Background: an optimization exercise with open tools, aiming at small area and a short achievable clock period. Do not read the settings as production practice.
Only simulation tests tie the RTL to the original design; equivalence was not proved.

==> flow/design.v, too long to show whole: its modules and the start of the top module <==
// module direct_FIR: 1713 lines
// module fa3: 6 lines
// module synthesis_direct_FIR: 8 lines
module synthesis_direct_FIR(out, inp, clk, rstn);
  // ...
==> flow/flow/run.sh <==
#!/bin/bash
# Own layout flow: the standard ORFS flow, with the port buffers built
# from regular buffers instead of delay buffers, and setup repair asked to
# leave a margin (SETUP_MARGIN ns) so that it also works on paths that
# already meet the design's clock period.
set -euo pipefail
cd "$(dirname "$0")/.."
export BUFFER_PORTS_ARGS="-buffer_cell sky130_fd_sc_hd__buf_4"
export SETUP_SLACK_MARGIN=${SETUP_MARGIN:-8}
bash standard.sh > standard_make.log 2>&1
==> flow/standard.sh <==
#!/bin/bash
# synth_recipe.tcl (not shown) runs the flow's synth.tcl, then flattens the netlist and writes it again
# the make line also repeats each setting of config.mk as NAME=value (left out here)
make -C /OpenROAD-flow-scripts/flow DESIGN_CONFIG=/design/flow/config.mk WORK_HOME=/design/flow/orfs CLKGATE_MAP_FILE= SYNTH_SCRIPT=/design/flow/synth_recipe.tcl "${@:-finish}"
==> flow/config.mk <==
export PLATFORM = sky130hd
export DESIGN_NAME = synthesis_direct_FIR
export DESIGN_NICKNAME = synthesis_direct_FIR
export VERILOG_FILES = /design/flow/design.v
export SDC_FILE = /design/flow/constraint.sdc
export NUM_CORES = 4
export LEC_CHECK = 0
export CAP_MARGIN = 20
export CORE_MARGIN = 2
export CORE_UTILIZATION = 40
export CTS_BUF_LIST = sky130_fd_sc_hd__clkbuf_4 sky130_fd_sc_hd__clkbuf_8
export CTS_CLUSTER_DIAMETER = 60
export CTS_CLUSTER_SIZE = 30
export SLEW_MARGIN = 20
export SYNTH_HIERARCHICAL = 1
export SYNTH_MINIMUM_KEEP_SIZE = 0
==> flow/constraint.sdc <==
create_clock -name core_clock -period 11.5 [get_ports {clk}]
set_input_delay 2.3000 -clock core_clock [delete_from_list [all_inputs] [get_ports {clk}]]
set_output_delay 2.3000 -clock core_clock [all_outputs]
set_load 0.01 [all_outputs]
==> flow_summary.toml, run 1 <==
[sta]
layout_setup_ws_ns = 8.01
fin_tns_setup_ns = 0
slew_violations = 0
clock_skew_ns = 0.0532
fmax_mhz = 286
hold_viol = 0
setup_viol = 0

[cells_and_area]
top_register = "DIR_FIR.out"
seq_share = 0.251
clock_area_frac = 0.0326

[critical_path]
endpoint = "DIR_FIR.q43"
crit_family = "adder cells"
crit_cells = 6
reg2reg_to = "DIR_FIR.q43"
worst_setup_path_start_kind = "flop"
cpMostUsedCell = "fa_1"

[run_status]
status = "finished clean"

[clock_tree]
cts.sinks = 217
htree_levels = 1
post_cts_resized = 59

[floorplanning]
die_w_um = 204
row_count = 73
die_area_sq_um = 41500

[logic_synthesis]
synth_commonest_cells = "fa_1 (459), dfxtp_1 (217), inv_1 (136), ha_1 (58), a21oi_1 (21)"
mappedNetlistArea_sq_um = 16000
synth.net_count = 1585

[global_route]
top_usage_layer = "met2"
grt_use_met1 = 0.284

[placed_design]
dp_slack_ns = 7.63
place_area_sq_um = 16900
==> inputs of run 2 (changes only) <==
--- a/flow/design.v
+++ b/flow/design.v
@@ -12,17 +12,17 @@
     always @(posedge clk) begin
         x0 <= rstn ? inp : 16'd0;
         x1 <= x0;
         x2 <= x1;
         x3 <= x2;
         x4 <= x3;
         x5 <= x4;
     end
-    reg q0, q1, q2, q3, q4, q5, q6, q7, q8, q9, q10, q11, q12, q13, q14, q15, q16, q17, q18, q19, q20, q21, q22, q23, q24, q25, q26, q27, q28, q29, q30, q31, q32, q33, q34, q35, q36, q37, q38, q39, q40, q41, q42, q43, q44, q45, q46, q47, q48, q49, q50, q51, q52, q53, q54, q55, q56, q57, q58, q59, q60, q61, q62, q63, q64, q65, q66, q67, q68, q69, q70, q71, q72, q73, q74, q75, q76, q77, q78, q79, q80, q81, q82, q83, q84, q85, q86, q87, q88, q89, q90, q91, q92, q93, q94, q95;
+    reg q0, q1, q2, q3, q4, q5, q6, q7, q8, q9, q10, q11, q12, q13, q14, q15, q16, q17, q18, q19, q20, q21, q22, q23, q24, q25, q26, q27, q28, q29, q30, q31, q32, q33, q34, q35, q36, q37, q38, q39, q40, q41, q42, q43, q44, q45, q46, q47, q48, q49, q50, q51, q52, q53, q54, q55, q56, q57, q58, q59, q60, q61, q62, q63, q64, q65, q66, q67, q68, q69, q70, q71, q72, q73, q74, q75, q76, q77, q78, q79, q80, q81, q82, q83, q84, q85, q86, q87, q88, q89, q90, q91, q92;
     wire s1;
     wire c2;
     wire s3;
     wire c4;
     wire s5;
     wire c6;
     wire s7;
     wire c8;
@@ -1037,16 +1037,54 @@
     wire s1017;
     wire c1018;
     wire s1019;
     wire c1020;
     wire s1021;
     wire c1022;
     wire s1023;
     wire c1024;
+    wire s1025;
+    wire c1026;
+    wire s1027;
+    wire c1028;
+    wire s1029;
+    wire c1030;
+    wire s1031;
+    wire c1032;
+    wire s1033;
+    wire c1034;
+    wire s1035;
+    wire c1036;
+    wire s1037;
+    wire c1038;
+    wire s1039;
+    wire c1040;
+    wire s1041;
+    wire c1042;
+    wire s1043;
+    wire c1044;
+    wire s1045;
+    wire c1046;
+    wire s1047;
+    wire c1048;
+    wire s1049;
+    wire c1050;
+    wire s1051;
+    wire c1052;
+    wire s1053;
+    wire c1054;
+    wire s1055;
+    wire c1056;
+    wire s1057;
+    wire c1058;
+    wire s1059;
+    wire c1060;
+    wire s1061;
+    wire c1062;
     assign s1 = x0[2] ^ ~1'b0;
     assign c2 = x0[2] & ~1'b0;
     assign s3 = ~x1[0] ^ ~1'b0;
     assign c4 = ~x1[0] & ~1'b0;
     assign s5 = ~x1[1] ^ c4;
     assign c6 = ~x1[1] & c4;
     fa3 us7 (.a(~x1[2]), .b(x1[0]), .c(c6), .s(s7), .co(c8));
     fa3 us9 (.a(~x1[3]), .b(x1[1]), .c(c8), .s(s9), .co(c10));
@@ -1191,21 +1229,21 @@
     fa3 us223 (.a(c82), .b(c74), .c(c76), .s(s223), .co(c224));
     fa3 us225 (.a(c78), .b(c80), .c(s83), .s(s225), .co(c226));
     fa3 us227 (.a(s85), .b(s87), .c(s89), .s(s227), .co(c228));
     fa3 us229 (.a(x3[2]), .b(x4[15]), .c(x4[10]), .s(s229), .co(c230));
     fa3 us231 (.a(x4[7]), .b(x4[4]), .c(x5[10]), .s(s231), .co(c232));
     fa3 us233 (.a(x2[12]), .b(x2[6]), .c(x3[12]), .s(s233), .co(c234));
     fa3 us235 (.a(x3[10]), .b(x3[4]), .c(x4[12]), .s(s235), .co(c236));
     fa3 us237 (.a(x5[15]), .b(x5[13]), .c(x5[5]), .s(s237), .co(c238));
-    fa3 us239 (.a(s103), .b(c84), .c(c86), .s(s239), .co(c240));
-    fa3 us241 (.a(c88), .b(c90), .c(c92), .s(s241), .co(c242));
-    fa3 us243 (.a(s93), .b(s95), .c(s97), .s(s243), .co(c244));
-    assign s245 = ~x5[3] ^ ~1'b0 ^ s99;
-    assign c246 = (~x5[3] & ~1'b0) | (~x5[3] & s99) | (~1'b0 & s99);
+    assign s239 = ~x5[3] ^ ~1'b0 ^ s103;
+    assign c240 = (~x5[3] & ~1'b0) | (~x5[3] & s103) | (~1'b0 & s103);
+    fa3 us241 (.a(c84), .b(c86), .c(c88), .s(s241), .co(c242));
+    fa3 us243 (.a(c90), .b(c92), .c(s93), .s(s243), .co(c244));
+    fa3 us245 (.a(s95), .b(s97), .c(s99), .s(s245), .co(c246));
     fa3 us247 (.a(x2[4]), .b(x3[9]), .c(x3[7]), .s(s247), .co(c248));
     fa3 us249 (.a(x3[3]), .b(x4[11]), .c(x4[8]), .s(s249), .co(c250));
     fa3 us251 (.a(x2[13]), .b(x2[7]), .c(x3[13]), .s(s251), .co(c252));
     fa3 us253 (.a(x3[11]), .b(x3[5]), .c(x4[13]), .s(s253), .co(c254));
     fa3 us255 (.a(x5[14]), .b(x5[6]), .c(x5[4]), .s(s255), .co(c256));
     assign s257 = x4[5] ^ x5[11] ^ ~1'b0;
     assign c258 = (x4[5] & x5[11]) | (x4[5] & ~1'b0) | (x5[11] & ~1'b0);
     fa3 us259 (.a(c104), .b(s111), .c(c94), .s(s259), .co(c260));
@@ -1302,24 +1340,24 @@
     fa3 us429 (.a(c204), .b(s213), .c(s215), .s(s429), .co(c430));
     fa3 us431 (.a(s217), .b(s219), .c(s221), .s(s431), .co(c432));
     fa3 us433 (.a(s91), .b(c206), .c(c208), .s(s433), .co(c434));
     fa3 us435 (.a(c210), .b(s223), .c(s225), .s(s435), .co(c436));
     fa3 us437 (.a(c214), .b(c216), .c(c218), .s(s437), .co(c438));
     fa3 us439 (.a(c212), .b(s229), .c(s231), .s(s439), .co(c440));
     fa3 us441 (.a(c220), .b(c222), .c(s233), .s(s441), .co(c442));
     fa3 us443 (.a(~s235), .b(~s237), .c(s101), .s(s443), .co(c444));
-    fa3 us445 (.a(c224), .b(c226), .c(c228), .s(s445), .co(c446));
-    fa3 us447 (.a(s239), .b(s241), .c(s243), .s(s447), .co(c448));
+    fa3 us445 (.a(c224), .b(s239), .c(c226), .s(s445), .co(c446));
+    fa3 us447 (.a(c228), .b(s241), .c(s243), .s(s447), .co(c448));
     fa3 us449 (.a(c234), .b(c236), .c(c238), .s(s449), .co(c450));
     fa3 us451 (.a(c230), .b(c232), .c(s247), .s(s451), .co(c452));
     fa3 us453 (.a(s251), .b(s253), .c(s255), .s(s453), .co(c454));
     fa3 us455 (.a(s249), .b(s109), .c(s257), .s(s455), .co(c456));
     fa3 us457 (.a(c240), .b(c242), .c(c244), .s(s457), .co(c458));
-    fa3 us459 (.a(s259), .b(s261), .c(s263), .s(s459), .co(c460));
+    fa3 us459 (.a(c246), .b(s259), .c(s261), .s(s459), .co(c460));
     fa3 us461 (.a(c252), .b(c254), .c(c256), .s(s461), .co(c462));
     fa3 us463 (.a(c248), .b(c250), .c(s265), .s(s463), .co(c464));
     fa3 us465 (.a(s267), .b(s269), .c(s115), .s(s465), .co(c466));
     fa3 us467 (.a(s271), .b(s273), .c(s275), .s(s467), .co(c468));
     fa3 us469 (.a(c258), .b(s277), .c(c260), .s(s469), .co(c470));
     fa3 us471 (.a(c262), .b(c264), .c(s279), .s(s471), .co(c472));
     fa3 us473 (.a(c266), .b(c268), .c(c270), .s(s473), .co(c474));
     fa3 us475 (.a(x5[6]), .b(c272), .c(c274), .s(s475), .co(c476));
@@ -1393,27 +1431,27 @@
     fa3 us603 (.a(c404), .b(c410), .c(s415), .s(s603), .co(c604));
     fa3 us605 (.a(s413), .b(s417), .c(s209), .s(s605), .co(c606));
     fa3 us607 (.a(~s419), .b(c412), .c(s421), .s(s607), .co(c608));
     fa3 us609 (.a(c416), .b(c420), .c(s425), .s(s609), .co(c610));
     fa3 us611 (.a(c414), .b(c418), .c(s427), .s(s611), .co(c612));
     fa3 us613 (.a(~s429), .b(~s431), .c(s227), .s(s613), .co(c614));
     fa3 us615 (.a(c422), .b(c424), .c(s433), .s(s615), .co(c616));
     fa3 us617 (.a(c426), .b(c430), .c(c432), .s(s617), .co(c618));
-    fa3 us619 (.a(c428), .b(s439), .c(s443), .s(s619), .co(c620));
-    fa3 us621 (.a(~s437), .b(~s441), .c(s245), .s(s621), .co(c622));
+    fa3 us619 (.a(c428), .b(s439), .c(s245), .s(s619), .co(c620));
+    fa3 us621 (.a(~s437), .b(~s441), .c(s443), .s(s621), .co(c622));
     fa3 us623 (.a(c434), .b(c436), .c(s445), .s(s623), .co(c624));
     fa3 us625 (.a(c438), .b(c442), .c(s449), .s(s625), .co(c626));
-    fa3 us627 (.a(c440), .b(s451), .c(c444), .s(s627), .co(c628));
-    fa3 us629 (.a(~s453), .b(c246), .c(s455), .s(s629), .co(c630));
+    fa3 us627 (.a(c440), .b(s451), .c(s263), .s(s627), .co(c628));
+    fa3 us629 (.a(~s453), .b(c444), .c(s455), .s(s629), .co(c630));
     fa3 us631 (.a(c446), .b(c448), .c(s457), .s(s631), .co(c632));
     fa3 us633 (.a(c450), .b(c454), .c(s461), .s(s633), .co(c634));
     fa3 us635 (.a(c452), .b(s463), .c(s465), .s(s635), .co(c636));
     fa3 us637 (.a(~s467), .b(s281), .c(c456), .s(s637), .co(c638));
-    fa3 us639 (.a(c458), .b(s469), .c(c460), .s(s639), .co(c640));
+    fa3 us639 (.a(c458), .b(c460), .c(s469), .s(s639), .co(c640));
     fa3 us641 (.a(c464), .b(c466), .c(s473), .s(s641), .co(c642));
     fa3 us643 (.a(c462), .b(c468), .c(s475), .s(s643), .co(c644));
     fa3 us645 (.a(s299), .b(s477), .c(s479), .s(s645), .co(c646));
     fa3 us647 (.a(c470), .b(c472), .c(s483), .s(s647), .co(c648));
     fa3 us649 (.a(c474), .b(c300), .c(c478), .s(s649), .co(c650));
     fa3 us651 (.a(c480), .b(s487), .c(s489), .s(s651), .co(c652));
     fa3 us653 (.a(s485), .b(c476), .c(c482), .s(s653), .co(c654));
     fa3 us655 (.a(s491), .b(s493), .c(~s495), .s(s655), .co(c656));
@@ -1422,27 +1460,27 @@
     fa3 us661 (.a(c492), .b(c494), .c(s503), .s(s661), .co(c662));
     fa3 us663 (.a(~s499), .b(~c496), .c(s505), .s(s663), .co(c664));
     fa3 us665 (.a(s509), .b(s511), .c(s321), .s(s665), .co(c666));
     fa3 us667 (.a(c498), .b(c500), .c(s513), .s(s667), .co(c668));
     fa3 us669 (.a(c502), .b(c504), .c(c506), .s(s669), .co(c670));
     fa3 us671 (.a(c508), .b(s517), .c(s519), .s(s671), .co(c672));
     fa3 us673 (.a(c510), .b(c512), .c(c322), .s(s673), .co(c674));
     fa3 us675 (.a(c514), .b(c516), .c(s525), .s(s675), .co(c676));
-    fa3 us677 (.a(s521), .b(s523), .c(s529), .s(s677), .co(c678));
-    fa3 us679 (.a(s531), .b(c518), .c(c520), .s(s679), .co(c680));
+    fa3 us677 (.a(s521), .b(s523), .c(s531), .s(s677), .co(c678));
+    fa3 us679 (.a(s529), .b(c518), .c(c520), .s(s679), .co(c680));
     fa3 us681 (.a(x4[15]), .b(x5[13]), .c(x5[11]), .s(s681), .co(c682));
     fa3 us683 (.a(x4[12]), .b(c522), .c(c524), .s(s683), .co(c684));
-    fa3 us685 (.a(c526), .b(c528), .c(s537), .s(s685), .co(c686));
-    fa3 us687 (.a(s533), .b(s535), .c(c530), .s(s687), .co(c688));
+    fa3 us685 (.a(c532), .b(s533), .c(s535), .s(s685), .co(c686));
+    fa3 us687 (.a(c526), .b(c528), .c(s537), .s(s687), .co(c688));
     fa3 us689 (.a(x2[12]), .b(x3[11]), .c(x4[13]), .s(s689), .co(c690));
     fa3 us691 (.a(x3[15]), .b(x3[13]), .c(x5[14]), .s(s691), .co(c692));
-    fa3 us693 (.a(s541), .b(c534), .c(c536), .s(s693), .co(c694));
-    assign s695 = x5[12] ^ 1'b0 ^ c538;
-    assign c696 = (x5[12] & 1'b0) | (x5[12] & c538) | (1'b0 & c538);
+    assign s693 = ~x5[12] ^ ~1'b0 ^ s541;
+    assign c694 = (~x5[12] & ~1'b0) | (~x5[12] & s541) | (~1'b0 & s541);
+    fa3 us695 (.a(c534), .b(c536), .c(s539), .s(s695), .co(c696));
     fa3 us697 (.a(x1[13]), .b(x2[13]), .c(x3[12]), .s(s697), .co(c698));
     fa3 us699 (.a(x0[14]), .b(x1[15]), .c(x3[14]), .s(s699), .co(c700));
     fa3 us701 (.a(x4[14]), .b(x5[15]), .c(~x5[13]), .s(s701), .co(c702));
     assign s703 = ~1'b0 ^ c542;
     assign c704 = ~1'b0 & c542;
     fa3 us705 (.a(x0[15]), .b(x1[14]), .c(x2[14]), .s(s705), .co(c706));
     fa3 us707 (.a(~s327), .b(~s543), .c(s329), .s(s707), .co(c708));
     assign s709 = s545 ^ c64;
@@ -1470,23 +1508,23 @@
     fa3 us749 (.a(c590), .b(s595), .c(s599), .s(s749), .co(c750));
     fa3 us751 (.a(~c586), .b(~s597), .c(c592), .s(s751), .co(c752));
     fa3 us753 (.a(c594), .b(c596), .c(s601), .s(s753), .co(c754));
     fa3 us755 (.a(s423), .b(c600), .c(s605), .s(s755), .co(c756));
     fa3 us757 (.a(~c598), .b(~s603), .c(s607), .s(s757), .co(c758));
     fa3 us759 (.a(c602), .b(c606), .c(s611), .s(s759), .co(c760));
     fa3 us761 (.a(~c604), .b(~s609), .c(s435), .s(s761), .co(c762));
     fa3 us763 (.a(s613), .b(c608), .c(s615), .s(s763), .co(c764));
-    fa3 us765 (.a(c612), .b(s447), .c(c614), .s(s765), .co(c766));
-    fa3 us767 (.a(~c610), .b(~s617), .c(s619), .s(s767), .co(c768));
+    fa3 us765 (.a(c612), .b(s619), .c(s447), .s(s765), .co(c766));
+    fa3 us767 (.a(~c610), .b(~s617), .c(c614), .s(s767), .co(c768));
     fa3 us769 (.a(s621), .b(c616), .c(s623), .s(s769), .co(c770));
-    fa3 us771 (.a(s459), .b(c620), .c(s627), .s(s771), .co(c772));
+    fa3 us771 (.a(c620), .b(s459), .c(s627), .s(s771), .co(c772));
     fa3 us773 (.a(~c618), .b(~s625), .c(c622), .s(s773), .co(c774));
     fa3 us775 (.a(s629), .b(c624), .c(s631), .s(s775), .co(c776));
-    fa3 us777 (.a(s471), .b(c628), .c(s635), .s(s777), .co(c778));
+    fa3 us777 (.a(c628), .b(s471), .c(s635), .s(s777), .co(c778));
     fa3 us779 (.a(~c626), .b(~s633), .c(c630), .s(s779), .co(c780));
     fa3 us781 (.a(s637), .b(c632), .c(s639), .s(s781), .co(c782));
     fa3 us783 (.a(s481), .b(c634), .c(s643), .s(s783), .co(c784));
     fa3 us785 (.a(c636), .b(s641), .c(s645), .s(s785), .co(c786));
     fa3 us787 (.a(c638), .b(c640), .c(s647), .s(s787), .co(c788));
     fa3 us789 (.a(c642), .b(c484), .c(c646), .s(s789), .co(c790));
     fa3 us791 (.a(~c644), .b(s649), .c(s651), .s(s791), .co(c792));
     fa3 us793 (.a(~s653), .b(s655), .c(c648), .s(s793), .co(c794));
@@ -1494,224 +1532,260 @@
     fa3 us797 (.a(~s657), .b(~c654), .c(s659), .s(s797), .co(c798));
     fa3 us799 (.a(s661), .b(c656), .c(s663), .s(s799), .co(c800));
     fa3 us801 (.a(s515), .b(c658), .c(s667), .s(s801), .co(c802));
     fa3 us803 (.a(s665), .b(c660), .c(c662), .s(s803), .co(c804));
     fa3 us805 (.a(s669), .b(s671), .c(c664), .s(s805), .co(c806));
     fa3 us807 (.a(s527), .b(c668), .c(s675), .s(s807), .co(c808));
     fa3 us809 (.a(c666), .b(s673), .c(s677), .s(s809), .co(c810));
     fa3 us811 (.a(c670), .b(c672), .c(s679), .s(s811), .co(c812));
-    fa3 us813 (.a(c532), .b(c674), .c(s683), .s(s813), .co(c814));
-    fa3 us815 (.a(s681), .b(c676), .c(s685), .s(s815), .co(c816));
-    fa3 us817 (.a(s687), .b(c678), .c(c680), .s(s817), .co(c818));
-    fa3 us819 (.a(~c682), .b(s689), .c(~s691), .s(s819), .co(c820));
-    fa3 us821 (.a(s539), .b(c684), .c(s693), .s(s821), .co(c822));
-    fa3 us823 (.a(~c686), .b(~s695), .c(c688), .s(s823), .co(c824));
+    fa3 us813 (.a(c530), .b(c674), .c(s683), .s(s813), .co(c814));
+    fa3 us815 (.a(s681), .b(c676), .c(s687), .s(s815), .co(c816));
+    fa3 us817 (.a(c678), .b(s685), .c(c680), .s(s817), .co(c818));
+    fa3 us819 (.a(c682), .b(c538), .c(s691), .s(s819), .co(c820));
+    fa3 us821 (.a(s689), .b(c684), .c(s693), .s(s821), .co(c822));
+    fa3 us823 (.a(c686), .b(~c688), .c(s695), .s(s823), .co(c824));
     fa3 us825 (.a(c690), .b(c540), .c(s697), .s(s825), .co(c826));
-    fa3 us827 (.a(~c692), .b(~s699), .c(s701), .s(s827), .co(c828));
-    fa3 us829 (.a(s703), .b(c694), .c(~c696), .s(s829), .co(c830));
+    fa3 us827 (.a(~c692), .b(~s699), .c(s703), .s(s827), .co(c828));
+    fa3 us829 (.a(s701), .b(c694), .c(c696), .s(s829), .co(c830));
     fa3 us831 (.a(x3[15]), .b(x3[13]), .c(~x4[15]), .s(s831), .co(c832));
-    fa3 us833 (.a(c698), .b(s705), .c(c702), .s(s833), .co(c834));
-    fa3 us835 (.a(~x5[14]), .b(~c700), .c(c704), .s(s835), .co(c836));
+    fa3 us833 (.a(c698), .b(c704), .c(s705), .s(s833), .co(c834));
+    fa3 us835 (.a(~x5[14]), .b(~c700), .c(c702), .s(s835), .co(c836));
     fa3 us837 (.a(~x1[15]), .b(~x2[15]), .c(x3[14]), .s(s837), .co(c838));
-    fa3 us839 (.a(s707), .b(c28), .c(c42), .s(s839), .co(c840));
-    fa3 us841 (.a(c546), .b(s715), .c(s711), .s(s841), .co(c842));
-    assign s843 = ~s713 ^ c708;
-    assign c844 = ~s713 & c708;
-    fa3 us845 (.a(c716), .b(c712), .c(s717), .s(s845), .co(c846));
-    fa3 us847 (.a(~c714), .b(~s719), .c(s721), .s(s847), .co(c848));
-    fa3 us849 (.a(c718), .b(s725), .c(c722), .s(s849), .co(c850));
-    fa3 us851 (.a(~c720), .b(~s723), .c(s727), .s(s851), .co(c852));
-    fa3 us853 (.a(~c724), .b(c726), .c(~s729), .s(s853), .co(c854));
-    fa3 us855 (.a(s731), .b(c728), .c(s733), .s(s855), .co(c856));
-    fa3 us857 (.a(~c730), .b(~s735), .c(c732), .s(s857), .co(c858));
-    fa3 us859 (.a(s737), .b(c734), .c(s739), .s(s859), .co(c860));
-    fa3 us861 (.a(~c736), .b(~s741), .c(c738), .s(s861), .co(c862));
-    fa3 us863 (.a(s743), .b(c740), .c(s745), .s(s863), .co(c864));
-    fa3 us865 (.a(~c742), .b(c744), .c(s747), .s(s865), .co(c866));
-    fa3 us867 (.a(s749), .b(c746), .c(s751), .s(s867), .co(c868));
-    fa3 us869 (.a(c748), .b(s753), .c(s755), .s(s869), .co(c870));
-    fa3 us871 (.a(c750), .b(c752), .c(s757), .s(s871), .co(c872));
-    fa3 us873 (.a(c754), .b(c756), .c(s759), .s(s873), .co(c874));
-    fa3 us875 (.a(s761), .b(c758), .c(s763), .s(s875), .co(c876));
-    fa3 us877 (.a(c760), .b(s765), .c(c762), .s(s877), .co(c878));
-    fa3 us879 (.a(s767), .b(c764), .c(s769), .s(s879), .co(c880));
-    fa3 us881 (.a(c766), .b(s771), .c(c768), .s(s881), .co(c882));
-    fa3 us883 (.a(s773), .b(c770), .c(s775), .s(s883), .co(c884));
-    fa3 us885 (.a(s777), .b(c772), .c(c774), .s(s885), .co(c886));
-    fa3 us887 (.a(s779), .b(c776), .c(s781), .s(s887), .co(c888));
-    fa3 us889 (.a(c778), .b(~s783), .c(s785), .s(s889), .co(c890));
-    fa3 us891 (.a(c780), .b(c782), .c(s787), .s(s891), .co(c892));
-    fa3 us893 (.a(c786), .b(s789), .c(s791), .s(s893), .co(c894));
-    fa3 us895 (.a(~c784), .b(c788), .c(s793), .s(s895), .co(c896));
-    fa3 us897 (.a(s795), .b(c790), .c(s797), .s(s897), .co(c898));
-    fa3 us899 (.a(c792), .b(s799), .c(c794), .s(s899), .co(c900));
-    fa3 us901 (.a(c796), .b(s803), .c(c798), .s(s901), .co(c902));
-    fa3 us903 (.a(~s801), .b(s805), .c(c800), .s(s903), .co(c904));
-    fa3 us905 (.a(~c802), .b(~s807), .c(s809), .s(s905), .co(c906));
-    fa3 us907 (.a(c804), .b(s811), .c(c806), .s(s907), .co(c908));
-    fa3 us909 (.a(~c808), .b(s813), .c(~s815), .s(s909), .co(c910));
-    fa3 us911 (.a(c810), .b(c812), .c(s817), .s(s911), .co(c912));
-    fa3 us913 (.a(s819), .b(c814), .c(s821), .s(s913), .co(c914));
-    fa3 us915 (.a(~c816), .b(s823), .c(c818), .s(s915), .co(c916));
-    fa3 us917 (.a(s825), .b(c820), .c(s827), .s(s917), .co(c918));
-    fa3 us919 (.a(c822), .b(s829), .c(c824), .s(s919), .co(c920));
-    fa3 us921 (.a(s831), .b(c826), .c(s833), .s(s921), .co(c922));
-    fa3 us923 (.a(c828), .b(s835), .c(c830), .s(s923), .co(c924));
-    fa3 us925 (.a(x5[15]), .b(c706), .c(c832), .s(s925), .co(c926));
-    fa3 us927 (.a(s837), .b(c834), .c(c836), .s(s927), .co(c928));
-    assign s929 = q0 ^ q1;
-    assign c930 = q0 & q1;
-    fa3 us931 (.a(q4), .b(q5), .c(q6), .s(s931), .co(c932));
-    fa3 us933 (.a(q8), .b(q9), .c(q10), .s(s933), .co(c934));
-    fa3 us935 (.a(q12), .b(q13), .c(q14), .s(s935), .co(c936));
-    fa3 us937 (.a(q16), .b(q17), .c(q18), .s(s937), .co(c938));
-    fa3 us939 (.a(q20), .b(q21), .c(q22), .s(s939), .co(c940));
-    fa3 us941 (.a(q24), .b(q25), .c(q26), .s(s941), .co(c942));
-    fa3 us943 (.a(q28), .b(q29), .c(q30), .s(s943), .co(c944));
-    fa3 us945 (.a(q32), .b(q33), .c(q34), .s(s945), .co(c946));
-    fa3 us947 (.a(q36), .b(q37), .c(q38), .s(s947), .co(c948));
-    fa3 us949 (.a(q40), .b(q41), .c(q42), .s(s949), .co(c950));
-    fa3 us951 (.a(q44), .b(q45), .c(q46), .s(s951), .co(c952));
-    fa3 us953 (.a(q48), .b(q49), .c(q50), .s(s953), .co(c954));
-    fa3 us955 (.a(q52), .b(q53), .c(q54), .s(s955), .co(c956));
-    fa3 us957 (.a(q56), .b(q57), .c(q58), .s(s957), .co(c958));
-    fa3 us959 (.a(q60), .b(q61), .c(q62), .s(s959), .co(c960));
-    fa3 us961 (.a(q64), .b(q65), .c(q66), .s(s961), .co(c962));
-    fa3 us963 (.a(q68), .b(q69), .c(q70), .s(s963), .co(c964));
-    fa3 us965 (.a(q72), .b(q73), .c(q74), .s(s965), .co(c966));
-    fa3 us967 (.a(q76), .b(q77), .c(q78), .s(s967), .co(c968));
-    fa3 us969 (.a(q80), .b(q81), .c(q82), .s(s969), .co(c970));
-    fa3 us971 (.a(q84), .b(q85), .c(q86), .s(s971), .co(c972));
-    fa3 us973 (.a(q88), .b(q89), .c(q90), .s(s973), .co(c974));
-    fa3 us975 (.a(q92), .b(q93), .c(q95), .s(s975), .co(c976));
-    assign s977 = q2 ^ q3;
-    assign c978 = q2 & q3;
-    fa3 us979 (.a(q7), .b(c930), .c(s931), .s(s979), .co(c980));
-    fa3 us981 (.a(q11), .b(c932), .c(s933), .s(s981), .co(c982));
-    fa3 us983 (.a(q15), .b(c934), .c(s935), .s(s983), .co(c984));
-    fa3 us985 (.a(q19), .b(c936), .c(s937), .s(s985), .co(c986));
-    fa3 us987 (.a(q23), .b(c938), .c(s939), .s(s987), .co(c988));
-    fa3 us989 (.a(q27), .b(c940), .c(s941), .s(s989), .co(c990));
-    fa3 us991 (.a(q31), .b(c942), .c(s943), .s(s991), .co(c992));
-    fa3 us993 (.a(q35), .b(c944), .c(s945), .s(s993), .co(c994));
-    fa3 us995 (.a(q39), .b(c946), .c(s947), .s(s995), .co(c996));
-    fa3 us997 (.a(q43), .b(c948), .c(s949), .s(s997), .co(c998));
-    fa3 us999 (.a(q47), .b(c950), .c(s951), .s(s999), .co(c1000));
-    fa3 us1001 (.a(q51), .b(c952), .c(s953), .s(s1001), .co(c1002));
-    fa3 us1003 (.a(q55), .b(c954), .c(s955), .s(s1003), .co(c1004));
-    fa3 us1005 (.a(q59), .b(c956), .c(s957), .s(s1005), .co(c1006));
-    fa3 us1007 (.a(q63), .b(c958), .c(s959), .s(s1007), .co(c1008));
-    fa3 us1009 (.a(q67), .b(c960), .c(s961), .s(s1009), .co(c1010));
-    fa3 us1011 (.a(q71), .b(c962), .c(s963), .s(s1011), .co(c1012));
-    fa3 us1013 (.a(q75), .b(c964), .c(s965), .s(s1013), .co(c1014));
-    fa3 us1015 (.a(q79), .b(c966), .c(s967), .s(s1015), .co(c1016));
-    fa3 us1017 (.a(q83), .b(c968), .c(s969), .s(s1017), .co(c1018));
-    fa3 us1019 (.a(q87), .b(c970), .c(s971), .s(s1019), .co(c1020));
-    fa3 us1021 (.a(q91), .b(c972), .c(s973), .s(s1021), .co(c1022));
-    fa3 us1023 (.a(~q94), .b(c974), .c(s975), .s(s1023), .co(c1024));
-    wire [25:0] ra = {~1'b0, c1024, c1022, c1020, c1018, c1016, c1014, c1012, c1010, c1008, c1006, c1004, c1002, c1000, c998, c996, c994, c992, c990, c988, c986, c984, c982, c980, c978, s977};
-    wire [25:0] rb = {1'b0, c976, s1023, s1021, s1019, s1017, s1015, s1013, s1011, s1009, s1007, s1005, s1003, s1001, s999, s997, s995, s993, s991, s989, s987, s985, s983, s981, s979, s929};
+    fa3 us839 (.a(c28), .b(c42), .c(c56), .s(s839), .co(c840));
+    fa3 us841 (.a(s707), .b(s709), .c(c14), .s(s841), .co(c842));
+    fa3 us843 (.a(c546), .b(s715), .c(s711), .s(s843), .co(c844));
+    fa3 us845 (.a(~s713), .b(c708), .c(c710), .s(s845), .co(c846));
+    fa3 us847 (.a(s843), .b(c840), .c(s845), .s(s847), .co(c848));
+    fa3 us849 (.a(c716), .b(s717), .c(c712), .s(s849), .co(c850));
+    fa3 us851 (.a(~c714), .b(~s719), .c(s721), .s(s851), .co(c852));
+    fa3 us853 (.a(c844), .b(s849), .c(c846), .s(s853), .co(c854));
+    fa3 us855 (.a(c718), .b(s725), .c(c722), .s(s855), .co(c856));
+    fa3 us857 (.a(~c720), .b(~s723), .c(s727), .s(s857), .co(c858));
+    fa3 us859 (.a(c850), .b(s855), .c(c852), .s(s859), .co(c860));
+    fa3 us861 (.a(~c724), .b(c726), .c(~s729), .s(s861), .co(c862));
+    fa3 us863 (.a(s731), .b(c728), .c(c856), .s(s863), .co(c864));
+    fa3 us865 (.a(~c730), .b(~s735), .c(c732), .s(s865), .co(c866));
+    fa3 us867 (.a(s737), .b(c734), .c(c862), .s(s867), .co(c868));
+    fa3 us869 (.a(~c736), .b(~s741), .c(c738), .s(s869), .co(c870));
+    fa3 us871 (.a(s743), .b(c740), .c(c866), .s(s871), .co(c872));
+    fa3 us873 (.a(~c742), .b(c744), .c(s747), .s(s873), .co(c874));
+    fa3 us875 (.a(s749), .b(c746), .c(c870), .s(s875), .co(c876));
+    fa3 us877 (.a(c748), .b(s753), .c(c750), .s(s877), .co(c878));
+    fa3 us879 (.a(c754), .b(c756), .c(s759), .s(s879), .co(c880));
+    fa3 us881 (.a(c760), .b(s765), .c(c762), .s(s881), .co(c882));
+    fa3 us883 (.a(c766), .b(s771), .c(c768), .s(s883), .co(c884));
+    fa3 us885 (.a(c772), .b(s777), .c(c774), .s(s885), .co(c886));
+    fa3 us887 (.a(c778), .b(~s783), .c(s785), .s(s887), .co(c888));
+    fa3 us889 (.a(~c784), .b(c786), .c(s789), .s(s889), .co(c890));
+    fa3 us891 (.a(c790), .b(s795), .c(c792), .s(s891), .co(c892));
+    fa3 us893 (.a(c796), .b(s803), .c(c798), .s(s893), .co(c894));
+    fa3 us895 (.a(~s801), .b(c800), .c(s805), .s(s895), .co(c896));
+    fa3 us897 (.a(~c802), .b(~s807), .c(s809), .s(s897), .co(c898));
+    fa3 us899 (.a(c804), .b(s811), .c(c806), .s(s899), .co(c900));
+    fa3 us901 (.a(~c808), .b(s813), .c(c810), .s(s901), .co(c902));
+    fa3 us903 (.a(~s815), .b(c812), .c(s817), .s(s903), .co(c904));
+    fa3 us905 (.a(~s819), .b(c814), .c(s821), .s(s905), .co(c906));
+    fa3 us907 (.a(~c816), .b(s823), .c(c818), .s(s907), .co(c908));
+    fa3 us909 (.a(~c820), .b(s825), .c(s827), .s(s909), .co(c910));
+    fa3 us911 (.a(c822), .b(s829), .c(c824), .s(s911), .co(c912));
+    fa3 us913 (.a(s909), .b(c906), .c(s911), .s(s913), .co(c914));
+    fa3 us915 (.a(s831), .b(c826), .c(s833), .s(s915), .co(c916));
+    fa3 us917 (.a(c828), .b(s835), .c(c830), .s(s917), .co(c918));
+    fa3 us919 (.a(s915), .b(c910), .c(s917), .s(s919), .co(c920));
+    fa3 us921 (.a(x5[15]), .b(c706), .c(c832), .s(s921), .co(c922));
+    fa3 us923 (.a(s837), .b(c834), .c(s921), .s(s923), .co(c924));
+    fa3 us925 (.a(c836), .b(c916), .c(s923), .s(s925), .co(c926));
+    fa3 us927 (.a(c918), .b(s925), .c(c920), .s(s927), .co(c928));
+    fa3 us929 (.a(~x3[15]), .b(c838), .c(c922), .s(s929), .co(c930));
+    fa3 us931 (.a(c924), .b(s929), .c(c926), .s(s931), .co(c932));
+    assign s933 = q10 ^ q11;
+    assign c934 = q10 & q11;
+    assign s935 = q15 ^ q16;
+    assign c936 = q15 & q16;
+    assign s937 = q19 ^ q20;
+    assign c938 = q19 & q20;
+    assign s939 = q23 ^ q24;
+    assign c940 = q23 & q24;
+    fa3 us941 (.a(q27), .b(q28), .c(q29), .s(s941), .co(c942));
+    assign s943 = q30 ^ q31;
+    assign c944 = q30 & q31;
+    fa3 us945 (.a(q33), .b(q34), .c(q35), .s(s945), .co(c946));
+    assign s947 = q36 ^ q37;
+    assign c948 = q36 & q37;
+    fa3 us949 (.a(q38), .b(q39), .c(q40), .s(s949), .co(c950));
+    assign s951 = q41 ^ q42;
+    assign c952 = q41 & q42;
+    fa3 us953 (.a(q43), .b(q44), .c(q45), .s(s953), .co(c954));
+    assign s955 = q46 ^ q47;
+    assign c956 = q46 & q47;
+    fa3 us957 (.a(q48), .b(q49), .c(q50), .s(s957), .co(c958));
+    assign s959 = q51 ^ q52;
+    assign c960 = q51 & q52;
+    fa3 us961 (.a(q53), .b(q54), .c(q55), .s(s961), .co(c962));
+    assign s963 = q56 ^ q57;
+    assign c964 = q56 & q57;
+    fa3 us965 (.a(q58), .b(q59), .c(q60), .s(s965), .co(c966));
+    assign s967 = q61 ^ q62;
+    assign c968 = q61 & q62;
+    fa3 us969 (.a(q63), .b(q64), .c(q65), .s(s969), .co(c970));
+    assign s971 = q66 ^ q67;
+    assign c972 = q66 & q67;
+    assign s973 = q68 ^ q69;
+    assign c974 = q68 & q69;
+    assign s975 = q71 ^ q72;
+    assign c976 = q71 & q72;
+    assign s977 = q75 ^ q76;
+    assign c978 = q75 & q76;
+    assign s979 = q79 ^ q80;
+    assign c980 = q79 & q80;
+    assign s981 = q12 ^ q13;
+    assign c982 = q12 & q13;
+    fa3 us983 (.a(q17), .b(q18), .c(c934), .s(s983), .co(c984));
+    fa3 us985 (.a(q21), .b(q22), .c(c936), .s(s985), .co(c986));
+    fa3 us987 (.a(q25), .b(q26), .c(c938), .s(s987), .co(c988));
+    fa3 us989 (.a(q32), .b(c940), .c(s943), .s(s989), .co(c990));
+    fa3 us991 (.a(c944), .b(s947), .c(c942), .s(s991), .co(c992));
+    fa3 us993 (.a(c948), .b(s951), .c(c946), .s(s993), .co(c994));
+    fa3 us995 (.a(c952), .b(s955), .c(c950), .s(s995), .co(c996));
+    fa3 us997 (.a(c956), .b(s959), .c(c954), .s(s997), .co(c998));
+    fa3 us999 (.a(c960), .b(s963), .c(c958), .s(s999), .co(c1000));
+    fa3 us1001 (.a(c964), .b(s967), .c(c962), .s(s1001), .co(c1002));
+    fa3 us1003 (.a(c968), .b(s971), .c(c966), .s(s1003), .co(c1004));
+    fa3 us1005 (.a(q70), .b(c972), .c(s973), .s(s1005), .co(c1006));
+    fa3 us1007 (.a(q73), .b(q74), .c(c974), .s(s1007), .co(c1008));
+    fa3 us1009 (.a(q77), .b(q78), .c(c976), .s(s1009), .co(c1010));
+    fa3 us1011 (.a(q81), .b(q82), .c(c978), .s(s1011), .co(c1012));
+    assign s1013 = q83 ^ q84;
+    assign c1014 = q83 & q84;
+    assign s1015 = q85 ^ q86;
+    assign c1016 = q85 & q86;
+    assign s1017 = q4 ^ q5;
+    assign c1018 = q4 & q5;
+    fa3 us1019 (.a(q7), .b(q8), .c(q9), .s(s1019), .co(c1020));
+    fa3 us1021 (.a(q14), .b(s981), .c(s933), .s(s1021), .co(c1022));
+    fa3 us1023 (.a(c982), .b(s935), .c(s983), .s(s1023), .co(c1024));
+    fa3 us1025 (.a(s937), .b(c984), .c(s985), .s(s1025), .co(c1026));
+    fa3 us1027 (.a(s939), .b(c986), .c(s987), .s(s1027), .co(c1028));
+    fa3 us1029 (.a(s941), .b(c988), .c(s989), .s(s1029), .co(c1030));
+    fa3 us1031 (.a(s945), .b(c990), .c(s991), .s(s1031), .co(c1032));
+    fa3 us1033 (.a(s949), .b(c992), .c(s993), .s(s1033), .co(c1034));
+    fa3 us1035 (.a(s953), .b(c994), .c(s995), .s(s1035), .co(c1036));
+    fa3 us1037 (.a(s957), .b(c996), .c(s997), .s(s1037), .co(c1038));
+    fa3 us1039 (.a(s961), .b(c998), .c(s999), .s(s1039), .co(c1040));
+    fa3 us1041 (.a(s965), .b(c1000), .c(s1001), .s(s1041), .co(c1042));
+    fa3 us1043 (.a(s969), .b(c1002), .c(s1003), .s(s1043), .co(c1044));
+    fa3 us1045 (.a(c970), .b(s1005), .c(c1004), .s(s1045), .co(c1046));
+    fa3 us1047 (.a(s975), .b(c1006), .c(s1007), .s(s1047), .co(c1048));
+    fa3 us1049 (.a(s977), .b(c1008), .c(s1009), .s(s1049), .co(c1050));
+    fa3 us1051 (.a(s979), .b(c1010), .c(s1011), .s(s1051), .co(c1052));
+    fa3 us1053 (.a(c980), .b(s1013), .c(c1012), .s(s1053), .co(c1054));
+    fa3 us1055 (.a(q87), .b(c1014), .c(s1015), .s(s1055), .co(c1056));
+    assign s1057 = q88 ^ c1016;
+    assign c1058 = q88 & c1016;
+    assign s1059 = q89 ^ q90;
+    assign c1060 = q89 & q90;
+    assign s1061 = q91 ^ q92;
+    assign c1062 = q91 & q92;
+    wire [25:0] ra = {c1062, c1060, c1058, c1056, c1054, c1052, c1050, c1048, c1046, c1044, c1042, c1040, c1038, c1036, c1034, c1032, c1030, c1028, c1026, c1024, c1022, c1020, c1018, s1017, q2, q0};
+    wire [25:0] rb = {~1'b0, s1061, s1059, s1057, s1055, s1053, s1051, s1049, s1047, s1045, s1043, s1041, s1039, s1037, s1035, s1033, s1031, s1029, s1027, s1025, s1023, s1021, s1019, q6, q3, q1};
     always @(posedge clk) begin
         q0 <= s839;
-        q1 <= c56;
-        q2 <= s709;
-        q3 <= c14;
-        q4 <= c840;
-        q5 <= s841;
-        q6 <= s843;
-        q7 <= c710;
-        q8 <= c842;
-        q9 <= c844;
-        q10 <= s845;
-        q11 <= s847;
-        q12 <= c846;
-        q13 <= c848;
-        q14 <= s849;
-        q15 <= s851;
-        q16 <= c850;
-        q17 <= c852;
-        q18 <= s853;
-        q19 <= s855;
-        q20 <= c854;
-        q21 <= c856;
-        q22 <= s857;
-        q23 <= s859;
-        q24 <= c858;
-        q25 <= c860;
-        q26 <= s861;
-        q27 <= s863;
-        q28 <= c862;
-        q29 <= c864;
-        q30 <= s865;
-        q31 <= s867;
-        q32 <= c866;
-        q33 <= c868;
-        q34 <= s869;
-        q35 <= s871;
-        q36 <= c870;
-        q37 <= c872;
-        q38 <= s873;
-        q39 <= s875;
-        q40 <= c874;
-        q41 <= c876;
-        q42 <= s877;
-        q43 <= s879;
-        q44 <= c878;
-        q45 <= c880;
-        q46 <= s881;
+        q1 <= s841;
+        q2 <= c842;
+        q3 <= s847;
+        q4 <= s851;
+        q5 <= c848;
+        q6 <= s853;
+        q7 <= s857;
+        q8 <= c854;
+        q9 <= s859;
+        q10 <= s733;
+        q11 <= s861;
+        q12 <= c858;
+        q13 <= s863;
+        q14 <= c860;
+        q15 <= s739;
+        q16 <= s865;
+        q17 <= c864;
+        q18 <= s867;
+        q19 <= s745;
+        q20 <= s869;
+        q21 <= c868;
+        q22 <= s871;
+        q23 <= s751;
+        q24 <= s873;
+        q25 <= c872;
+        q26 <= s875;
+        q27 <= s755;
+        q28 <= c752;
+        q29 <= s757;
+        q30 <= c874;
+        q31 <= s877;
+        q32 <= c876;
+        q33 <= s761;
+        q34 <= c758;
+        q35 <= s763;
+        q36 <= c878;
+        q37 <= s879;
+        q38 <= s767;
+        q39 <= c764;
+        q40 <= s769;
+        q41 <= c880;
+        q42 <= s881;
+        q43 <= s773;
+        q44 <= c770;
+        q45 <= s775;
+        q46 <= c882;
         q47 <= s883;
-        q48 <= c882;
-        q49 <= c884;
-        q50 <= s885;
-        q51 <= s887;
-        q52 <= c886;
-        q53 <= c888;
-        q54 <= s889;
-        q55 <= s891;
-        q56 <= c890;
-        q57 <= c892;
-        q58 <= s893;
-        q59 <= s895;
-        q60 <= c894;
-        q61 <= c896;
-        q62 <= s897;
-        q63 <= s899;
-        q64 <= c898;
-        q65 <= c900;
-        q66 <= s901;
-        q67 <= s903;
-        q68 <= c902;
-        q69 <= c904;
-        q70 <= s905;
-        q71 <= s907;
-        q72 <= c906;
-        q73 <= c908;
-        q74 <= s909;
-        q75 <= s911;
-        q76 <= c910;
-        q77 <= c912;
-        q78 <= s913;
-        q79 <= s915;
-        q80 <= c914;
-        q81 <= c916;
-        q82 <= s917;
-        q83 <= s919;
-        q84 <= c918;
-        q85 <= c920;
-        q86 <= s921;
-        q87 <= s923;
-        q88 <= c922;
-        q89 <= c924;
-        q90 <= s925;
-        q91 <= s927;
-        q92 <= c926;
-        q93 <= c928;
-        q94 <= x3[15];
-        q95 <= c838;
+        q48 <= s779;
+        q49 <= c776;
+        q50 <= s781;
+        q51 <= c884;
+        q52 <= s885;
+        q53 <= c780;
+        q54 <= c782;
+        q55 <= s787;
+        q56 <= c886;
+        q57 <= s887;
+        q58 <= s791;
+        q59 <= c788;
+        q60 <= s793;
+        q61 <= s889;
+        q62 <= c888;
+        q63 <= s797;
+        q64 <= s799;
+        q65 <= c794;
+        q66 <= c890;
+        q67 <= s891;
+        q68 <= s893;
+        q69 <= c892;
+        q70 <= s895;
+        q71 <= s897;
+        q72 <= c894;
+        q73 <= s899;
+        q74 <= c896;
+        q75 <= c898;
+        q76 <= s901;
+        q77 <= c900;
+        q78 <= s903;
+        q79 <= s905;
+        q80 <= c902;
+        q81 <= c904;
+        q82 <= s907;
+        q83 <= c908;
+        q84 <= s913;
+        q85 <= c912;
+        q86 <= s919;
+        q87 <= c914;
+        q88 <= s927;
+        q89 <= c928;
+        q90 <= s931;
+        q91 <= c930;
+        q92 <= c932;
     end
     wire [25:0] sum = ra + rb;
     always @(posedge clk) out <= sum;
 endmodule
 module fa3 (a, b, c, s, co);
     input a, b, c;
     output s, co;
     assign s = a ^ b ^ c;
==> flow/config.mk (replaced) <==
export PLATFORM = sky130hd
export DESIGN_NAME = synthesis_direct_FIR
export DESIGN_NICKNAME = synthesis_direct_FIR
export VERILOG_FILES = /design/flow/design.v
export SDC_FILE = /design/flow/constraint.sdc
export NUM_CORES = 4
export LEC_CHECK = 0
export CAP_MARGIN = 20
export CORE_MARGIN = 2
export CORE_UTILIZATION = 40
export CTS_BUF_LIST = sky130_fd_sc_hd__clkbuf_8
export CTS_CLUSTER_DIAMETER = 50
export CTS_CLUSTER_SIZE = 20
export SLEW_MARGIN = 20
export SYNTH_HIERARCHICAL = 1
export SYNTH_MINIMUM_KEEP_SIZE = 0
==> run 2 against run 1 <==
Against the previous run: core utilization down 0.34 points; die area rose by 0.76%; critical endpoint is now DIR_FIR.q52.
==> flow_summary.toml, run 2 <==
[run_status]
status = "finished clean"

[critical_path]
worst-path-max-fanout = 7
worstReg2RegStart = "DIR_FIR.x1[10]"
ff2ff_path_depth = 5
critPathKind = "flop to flop"
endpoint = "DIR_FIR.q52"
path_cells = "fa_1 > fa_1 > fa_1 > fa_1 > fa_1"
cp-end-kind = "flop"
cpMaxStageDelayCell = "dfxtp_1"
cp.required_ns = 11.99
cpPeakStageDelay_ns = 0.77
cp_data_arrival_time_ns = 3.95
worst_setup_path_start_kind = "flop"
crit_path_start = "DIR_FIR.x1[10]"
cpMostUsedCell = "fa_1"
r2r_slack_ns = 8.05
reg2reg_to = "DIR_FIR.q52"

[detailed_routing]
drt-total-wl_um = 42000
drc = 0
wl_per_cell_um = 25.0
ant_nets = 0
initialDrtViolationCount = 480
firstDrtPassIters = 4
viasPerCell = 5.03
dr_total_vias = 8451

[cells_and_area]
multi_input_area_sq_um = 11400
layout.cells.most_common = "fa_1"
num_antenna_cells = 0
fin_nets = 1689
layout_common_cells = "fa_1 (458), dfxtp_1 (196), inv_1 (138)"
drive_above_1_share = 0.122
finalNonFillerCells = 1680
largest_reg_flops = 26
postLayoutCoreUtil = 0.450
fillers = 3572
ff_latch_area_sq_um = 4330
syn_to_final_growth_pct = 11.1
top_register = "DIR_FIR.out"

[clock_tree]
clockBufferDepth = 3
clkTransAtPathRegs_ns = 0.10
cts.sinks = 215
cts_tree = "yes"
cts_made_buffers = 29
htree_levels = 1
cts-root-buf = "clkbuf_8"
insertion_delay_ns = 0.65

[logic_synthesis]
ys_seq_area_frac = 0.268
yosys.area_share.simple = 0.0240
synth.net_count = 1618
avgSynthCellArea_sq_um = 15.1
synth-adder-area-share = 0.631
yosysTopAreaCell = "fa_1"
synth_top_family_by_area = "adder cells"
synth_top_area_frac = 0.570
ys_types = 46
synth-compound-area-share = 0.0317
synthMuxAreaShare = 0
synth_xor_area_frac = 0.0125
synth-async-reset-ratio = 0
ys_seq_elements = 215
synth_commonest_cells = "fa_1 (458), dfxtp_1 (215), inv_1 (138), ha_1 (78), a21oi_1 (23)"
synthFlopType = "dfxtp_1"
syn_inst = 1064
synth_edf_count = 0
ys_warn_count = 7
mappedNetlistArea_sq_um = 16100
synth.most_common_cell = "fa_1"
yosys-top-cells-area = "fa_1 (57%), dfxtp_1 (27%), ha_1 (6.1%), inv_1 (3.2%), and2_1 (0.78%)"

[sta]
period_minus_slack_ns = 3.45
slew_violations = 0
rsz0062_at_grt = "no"
clock_skew_ns = 0.0568
fmax_mhz = 289
hold_viol = 0
finalCritPeriodShare = 0.300
fin_tns_setup_ns = 0
tightest_slew_ns = 0.723
slew_headroom = 0.518
setup_viol = 0

[placed_design]
portBuffers = 43
dp.cells = 1627
place_congestion = 0.951
hpwl_um = 34300

[global_route]
overflow = 0
grt_max_degree = 20
grt_pass1_wl_um = 64200
track_usage = 0.219
grt_pass1_vias = 10366
antenna_found_initial = 0

[floorplanning]
pin_count = 44
die_area_sq_um = 41800
row_count = 73
initial_utilization = 0.405
die_w_um = 205
die-height_um = 205
coreArea_sq_um = 39700

[run]
drv_cap = 0

[min_path]
hold_start = "DIR_FIR.q1"
min_path_type = "flop to flop"
-- run 2: changes by cell type in the layout (fill, tap and decap cells not counted), sizes merged, moves of 6 or more --
cell / change
a21o: -7
buf: -29
clkbuf: +7
ha: +20
inv: +6
xor2: +6
-- run 2: final cells by class --
cell class                 instances  area share
clock buffer                      30      0.0231
sequential                       215       0.242
clock inverter                    21      0.0154
multi-input combinational        706       0.635
inverter                         138      0.0290
tap                              525      0.0367
timing repair buffer              45      0.0189
-- run 2: worst max-delay path: cells and delay by family (launching register included) --
family                   cells  cell delay [ns]
adder cells (fa/ha/maj)      5             2.53
flip-flops                   1             0.77
-- run 2: worst min path at each step --
stage                           to  slack, ns  cells after the start
floorplan           DIR_FIR.out[0]       0.42                      1
detailed placement  DIR_FIR.out[0]       0.44                      1
global route        DIR_FIR.out[0]       0.46                      1
CTS                 DIR_FIR.out[0]       0.46                      1
finish              DIR_FIR.out[0]       0.45                      1
global placement    DIR_FIR.out[0]       0.43                      1
-- run 2: routing by layer --
layer | routed length, um | global-route usage | up-vias
li1 | - | - | 3444
met1 | 15400 | 0.258 | 4564
met2 | 21300 | 0.380 | 340
met3 | 3050 | 0.0480 | 103
met4 | 2270 | 0.105 | 0
met5 | 0 | 0 | -
-- run 2: what timing repair did --
| action | CTS | global route |
|---|---|---|
| gates resized for setup | 12 | 29 |
| setup buffers | 0 | 2 |
| setup endpoints to repair | 12 | 18 |
| pin swaps | 1 | 4 |
| hold buffers | 0 | 0 |
| cloned | 0 | 0 |
-- run 2: cell families after synthesis --
logic type,count (synthesis)
AO/OA/AOI/OAI,72
AND/OR/NAND/NOR,75
flip-flops,215
buffers and inverters,143
XOR/XNOR,23
adder cells (fa/ha/maj),536
-- run 2: modules after synthesis (local to each module, per instance), a selection --
module	times used	cell area (sq um)	cells inside
direct_FIR	1	6940	607
fa3	457	20.0	1
-- run 2: stage by stage --
step           hold WS [ns]  area (sq um)  setup slack [ns]
6_report              0.453         17900              8.05
5_1_grt               0.463         17900              8.00
4_1_cts               0.462         17800              8.00
3_5_place_dp          0.438         17000              7.82
3_3_place_gp          0.427         17000              7.86
2_1_floorplan         0.420         16100              8.38
==> inputs of run 3 (changes only) <==
--- a/flow/config.mk
+++ b/flow/config.mk
@@ -7,7 +7,7 @@
 export LEC_CHECK = 0
 export CAP_MARGIN = 20
 export CORE_MARGIN = 2
-export CORE_UTILIZATION = 40
+export CORE_UTILIZATION = 65
 export CTS_BUF_LIST = sky130_fd_sc_hd__clkbuf_8
 export CTS_CLUSTER_DIAMETER = 50
 export CTS_CLUSTER_SIZE = 20
==> run 3 against run 2 <==
Against the previous run: still clean on timing, DRC and antenna; critical path depth unchanged; count of clock-buffer cells in the layout decreased by 1; core utilization increased by 27 points; maximum frequency about the same; non-clock buffer count decreased by 2; first-iteration DRC count increased by 67%; design area decreased by 1.6%; global-route usage increased by 11 points; critical endpoint is now DIR_FIR.q57; largest cell class unchanged.
==> flow_summary.toml, run 3 <==
[run_status]
status = "finished clean"

[critical_path]
critPathKind = "flop to flop"
reg2reg_to = "DIR_FIR.q57"
worst-path-buf-inv = 0
worst_setup_path_start_kind = "flop"
ff2ff_path_depth = 5
cp.required_ns = 11.96
cpMaxStageDelayCell = "dfxtp_1"
crit_family = "adder cells"
cp-end-kind = "flop"
worst-path-max-fanout = 8
cp_data_arrival_time_ns = 3.92
cpMostUsedCell = "fa_1"
cpPeakStageDelay_ns = 0.77
worstReg2RegStart = "DIR_FIR.x3[9]"
path_cells = "fa_1 > fa_1 > fa_1 > fa_1 > fa_1"
r2r_slack_ns = 8.04

[sta]
rsz0062_at_grt = "yes"
layout_setup_ws_ns = 8.04
period_minus_slack_ns = 3.46
finalCritPeriodShare = 0.301
slew_violations = 0
clock_skew_ns = 0.0554
fin_tns_setup_ns = 0
slew_headroom = 0.526
fmax_mhz = 289
setup_viol = 0
hold_viol = 0
tightest_slew_ns = 0.710

[logic_synthesis]
synth_commonest_cells = "fa_1 (458), dfxtp_1 (215), inv_1 (138), ha_1 (78), a21oi_1 (23)"
ys_seq_elements = 215
synthMuxAreaShare = 0
synth_xor_area_frac = 0.0125
ys_warn_count = 7
yosys-top-cells-area = "fa_1 (57%), dfxtp_1 (27%), ha_1 (6.1%), inv_1 (3.2%), and2_1 (0.78%)"
synth_edf_count = 0
mappedNetlistArea_sq_um = 16100
avgSynthCellArea_sq_um = 15.1
ys_seq_area_frac = 0.268
synthFlopType = "dfxtp_1"
synth-adder-area-share = 0.631
synth.most_common_cell = "fa_1"
yosys.area_share.simple = 0.0240
synth-compound-area-share = 0.0317
synth_top_area_frac = 0.570
synth-async-reset-ratio = 0
synth.net_count = 1618
yosysTopAreaCell = "fa_1"
synth_top_family_by_area = "adder cells"
ys_types = 46
syn_inst = 1064

[clock_tree]
clkTransAtPathRegs_ns = 0.11
cts_made_buffers = 28
cts-root-buf = "clkbuf_8"
htree_levels = 1
hold_buffers = 0
clockBufferDepth = 3
cts.sinks = 215
cts_tree = "yes"
insertion_delay_ns = 0.63
post_cts_buffers = 0

[placed_design]
place_congestion = 1.01
place_area_sq_um = 16800
portBuffers = 43
dp_slack_ns = 7.99
hpwl_um = 33400

[cells_and_area]
fin_nets = 1686
num_antenna_cells = 0
drive_above_1_share = 0.103
largest_reg_flops = 26
fillers = 1591
layout.cells.most_common = "fa_1"
syn_to_final_growth_pct = 9.31
top_register = "DIR_FIR.out"
layout_common_cells = "fa_1 (458), dfxtp_1 (206), inv_1 (139)"
stdcell_area_sq_um = 17600

[detailed_routing]
initialDrtViolationCount = 801
firstDrtPassIters = 5
dr_total_vias = 8557
drt-total-wl_um = 40100
ant_nets = 0
wl_per_cell_um = 27.1
viasPerCell = 5.79
drc = 0

[global_route]
antenna_found_initial = 0
overflow = 0
grt_pass1_vias = 9734
grt_pass1_wl_um = 61200
grt_max_degree = 21
track_usage = 0.334

[floorplanning]
die-height_um = 161
initial_utilization = 0.662
die_area_sq_um = 26000
row_count = 57
die_w_um = 161
coreArea_sq_um = 24300
pin_count = 44

[min_path]
hold_start = "DIR_FIR.q1"
min_path_type = "flop to flop"
min_path_cells = 1
hold_end = "DIR_FIR.out[0]"

[run]
drv_cap = 0
## run 3: cell counts after synthesis
Identical to the previous run, type by type.
## run 3: how the worst max path moves through the flow
stage              startpoint         endpoint  slack (ns)  cells past startpoint
3_5_place_dp      DIR_FIR.q43  DIR_FIR.out[21]        7.99                      9
3_3_place_gp      DIR_FIR.q43  DIR_FIR.out[21]        8.04                      9
6_report        DIR_FIR.x3[9]      DIR_FIR.q57        8.04                      5
2_1_floorplan  DIR_FIR.x1[14]      DIR_FIR.q88        8.38                      6
4_1_cts        DIR_FIR.x3[12]      DIR_FIR.q57        8.02                      6
5_1_grt           DIR_FIR.q33  DIR_FIR.out[22]        7.94                     10
## run 3: cell families after synthesis
group           count (synthesis)
fa+ha+maj                     536
flops                         215
compound gates                 72
buf+inv                       143
xor+xnor                       23
simple gates                   75
## run 3: per-stage QoR
stage | util | hold WS [ns] | cells
floorplan | - | 0.420 | 1064
global placement | 0.691 | 0.427 | 1426
detailed placement | 0.691 | 0.437 | 1426
CTS | 0.722 | 0.445 | 1478
global route | 0.723 | 0.441 | 1478
finish | 0.723 | 0.439 | 1478
## run 3: final cells by class
class	count	area [sq um]	share of cell area
well taps	324	405	0.0231
clock buffers	29	399	0.0227
repair buffers	43	323	0.0184
multi-input cells	706	11300	0.641
inverters	138	518	0.0295
flip-flops and latches	215	4320	0.245
clock inverters	23	358	0.0203
## run 3: layer usage
layer | part of all wire | up-vias | global-route usage
met5 | 0.00052 | - | 0
met2 | 0.42 | 501 | 0.466
met1 | 0.42 | 4513 | 0.494
met3 | 0.12 | 103 | 0.125
met4 | 0.037 | 2 | 0.110
li1 | - | 3438 | -
## run 3: modules after synthesis, one instance, submodules excluded, a selection
| module | times used | cell area, sq um | flip-flops and latches |
|---|---|---|---|
| fa3 | 457 | 20.0 | 0 |
| direct_FIR | 1 | 6940 | 215 |
## run 3: repair_timing
item | in CTS | in global routing
endpoints found under the setup margin | 3 | 14
hold endpoints to repair | 0 | 0
gates resized for setup | 1 | 13
cloned | 0 | 0
==> inputs of run 4 (changes only) <==
--- a/flow/flow/run.sh
+++ b/flow/flow/run.sh
@@ -6,5 +6,5 @@
 set -euo pipefail
 cd "$(dirname "$0")/.."
 export BUFFER_PORTS_ARGS="-buffer_cell sky130_fd_sc_hd__buf_4"
-export SETUP_SLACK_MARGIN=${SETUP_MARGIN:-8}
+export SETUP_SLACK_MARGIN=${SETUP_MARGIN:-8.12}
 bash standard.sh > standard_make.log 2>&1
--- a/flow/config.mk
+++ b/flow/config.mk
@@ -7,7 +7,7 @@
 export LEC_CHECK = 0
 export CAP_MARGIN = 20
 export CORE_MARGIN = 2
-export CORE_UTILIZATION = 65
+export CORE_UTILIZATION = 40
 export CTS_BUF_LIST = sky130_fd_sc_hd__clkbuf_8
 export CTS_CLUSTER_DIAMETER = 50
 export CTS_CLUSTER_SIZE = 20
==> run 4 against run 3 <==
Against the previous run: sequential share of layout area down 0.34 points; maximum frequency rose by 2.2%; via count fell by 0.74%; setup slack improved by 0.074 ns; cell count rose by 14%; sequential cell count did not move; register-to-register slack improved by 0.097 ns; wire length grew 5.2%; critical endpoint is now out[4].
==> flow_summary.toml, run 4 <==
[run_status]
status = "finished clean"

[logic_synthesis]
ys_types = 46
synth_top_area_frac = 0.570
yosysTopAreaCell = "fa_1"
synthMuxAreaShare = 0
synth_top_family_by_area = "adder cells"
synth_edf_count = 0
synth_commonest_cells = "fa_1 (458), dfxtp_1 (215), inv_1 (138), ha_1 (78), a21oi_1 (23)"
mappedNetlistArea_sq_um = 16100
synthFlopType = "dfxtp_1"
ys_seq_area_frac = 0.268
avgSynthCellArea_sq_um = 15.1
syn_inst = 1064
ys_warn_count = 7
synth-adder-area-share = 0.631
ys_seq_elements = 215
synth-async-reset-ratio = 0
yosys.area_share.simple = 0.0240
synth.net_count = 1618
synth-compound-area-share = 0.0317
synth.most_common_cell = "fa_1"
yosys-top-cells-area = "fa_1 (57%), dfxtp_1 (27%), ha_1 (6.1%), inv_1 (3.2%), and2_1 (0.78%)"
synth_xor_area_frac = 0.0125

[floorplanning]
coreArea_sq_um = 39700
row_count = 73
die-height_um = 205
pin_count = 44
initial_utilization = 0.405
die_w_um = 205
die_area_sq_um = 41800

[global_route]
grt_max_degree = 20
grt_pass1_vias = 10398
antenna_found_initial = 0
overflow = 0
grt_pass1_wl_um = 64500
track_usage = 0.220

[clock_tree]
cts.sinks = 215
clockBufferDepth = 3
clkTransAtPathRegs_ns = 0.10
cts_made_buffers = 29
insertion_delay_ns = 0.65
cts-root-buf = "clkbuf_8"
htree_levels = 1
hold_buffers = 0
cts_tree = "yes"

[sta]
period_minus_slack_ns = 3.38
tightest_slew_ns = 0.623
finalCritPeriodShare = 0.294
setup_viol = 0
fin_tns_setup_ns = 0
fin_hold_ws_ns = 0.453
hold_viol = 0
slew_headroom = 0.584
rsz0062_at_grt = "yes"
slew_violations = 0
fmax_mhz = 296
clock_skew_ns = 0.0568

[critical_path]
crit_family = "flip-flops"
crit_path_start = "DIR_FIR.out[4]"
critPathKind = "flop to output port"
cp-end-kind = "output port"
crit_cells = 1
worst-path-buf-inv = 1
ff2ff_path_depth = 10
cpPeakStageDelay_ns = 0.33
cp_data_arrival_time_ns = 1.08
cp.required_ns = 9.20
path_cells = "buf_6"
endpoint = "out[4]"
cpMaxStageDelayCell = "dfxtp_2"
reg2reg_to = "DIR_FIR.out[22]"
worstReg2RegStart = "DIR_FIR.q27"
r2r_slack_ns = 8.14
worst-path-max-fanout = 1
worst_setup_path_start_kind = "flop"

[detailed_routing]
initialDrtViolationCount = 494
drt-total-wl_um = 42200
wl_per_cell_um = 25.0
viasPerCell = 5.03
ant_nets = 0
dr_total_vias = 8494
drc = 0
firstDrtPassIters = 5

[placed_design]
hpwl_um = 34300
portBuffers = 43
place_congestion = 0.951

[cells_and_area]
fin_nets = 1696
largest_reg_flops = 26
layout.cells.most_common = "fa_1"
postLayoutCoreUtil = 0.459
syn_to_final_growth_pct = 13.3
layout_common_cells = "fa_1 (456), inv_1 (138), dfxtp_1 (128)"
top_register = "DIR_FIR.out"
drive_above_1_share = 0.200
num_antenna_cells = 0

[min_path]
min_path_type = "flop to flop"

[run]
drv_cap = 0
run 4: cell counts after synthesis:
Identical to the previous run, type by type.
run 4: cells by family after synthesis:
family                   count (synthesis)
adder cells (fa/ha/maj)                536
flip-flops                             215
buffers and inverters                  143
AND/OR/NAND/NOR                         75
AO/OA/AOI/OAI                           72
XOR/XNOR                                23
run 4: timing repair:
item	in CTS	in global routing
resized for setup	92	67
endpoints found under the setup margin	69	54
buffers inserted	0	9
pin swaps	2	18
run 4: per-layer routing:
layer  wire length, um  up-vias  global-route usage
li1                  -     3470                   -
met1             15500     4584               0.259
met2             21400      335               0.382
met3              3060      105              0.0482
met4              2210        0               0.105
met5                 0        -                   0
run 4: cell type report:
type / instances / area [sq um]
multi-input combinational: 706 / 11500
clock buffer: 30 / 413
inverter: 138 / 518
fill: 3539 / 21500
timing repair buffer: 52 / 484
tap: 525 / 657
clock inverter: 21 / 275
sequential: 215 / 4410
run 4: worst min-delay path by stage:
stage / startpoint / to / depth (start not counted)
2_1_floorplan: DIR_FIR.q1 / DIR_FIR.out[0] / 1
3_3_place_gp: DIR_FIR.q1 / DIR_FIR.out[0] / 1
3_5_place_dp: DIR_FIR.q1 / DIR_FIR.out[0] / 1
4_1_cts: DIR_FIR.q1 / DIR_FIR.out[0] / 1
5_1_grt: DIR_FIR.q1 / DIR_FIR.out[0] / 1
6_report: DIR_FIR.q1 / DIR_FIR.out[0] / 1
run 4: per-stage QoR:
step                cells  worst slack (ns)  instance area [sq um]
floorplan            1064              8.38                  16100
global placement     1627              7.86                  17000
detailed placement   1627              7.82                  17000
CTS                  1678              8.07                  18000
global route         1687              8.07                  18200
finish               1687              8.12                  18200
run 4: modules after synthesis, one instance, submodules excluded, excerpt:
module,flip-flops and latches,times used,area [sq um],cells inside
direct_FIR,215,1,6940,607
fa3,0,457,20.0,1

[re-timing with driven ports]
The flow's constraints put no driver on any port. The routed layouts listed below were extracted and timed again, unchanged, in two steps. Step 1 (the two cells are an assumption about what drives the block):
set clk [get_ports {clk}]
set_driving_cell -lib_cell sky130_fd_sc_hd__clkbuf_16 $clk
set_driving_cell -lib_cell sky130_fd_sc_hd__buf_2 [delete_from_list [all_inputs] $clk]
Step 2 adds t to the input delays and takes it off the output delays; t is the mean of the earliest and latest rising clock arrival at the registers after step 1. Input paths then give back, and output paths get back, about the clock's delay inside the block. Three values: no drivers, after step 1, after step 2; two values: the first two.
| run | t (ns) | setup slack, ns | latest minus earliest clock arrival (ns) | slew at the worst register clock pin (ns) |
|---|---|---|---|---|
| run 1 | 0.616 | 8.009 / 8.009 / 8.009 | 0.054 / 0.054 | 0.12 / 0.12 |
| run 2 | 0.667 | 8.046 / 8.046 / 8.046 | 0.060 / 0.059 | 0.10 / 0.10 |
| run 3 | 0.653 | 8.043 / 8.043 / 8.043 | 0.056 / 0.055 | 0.11 / 0.11 |
| run 4 | 0.668 | 8.117 / 8.069 / 8.136 | 0.058 / 0.058 | 0.11 / 0.11 |
After both steps every run listed still meets setup and hold.
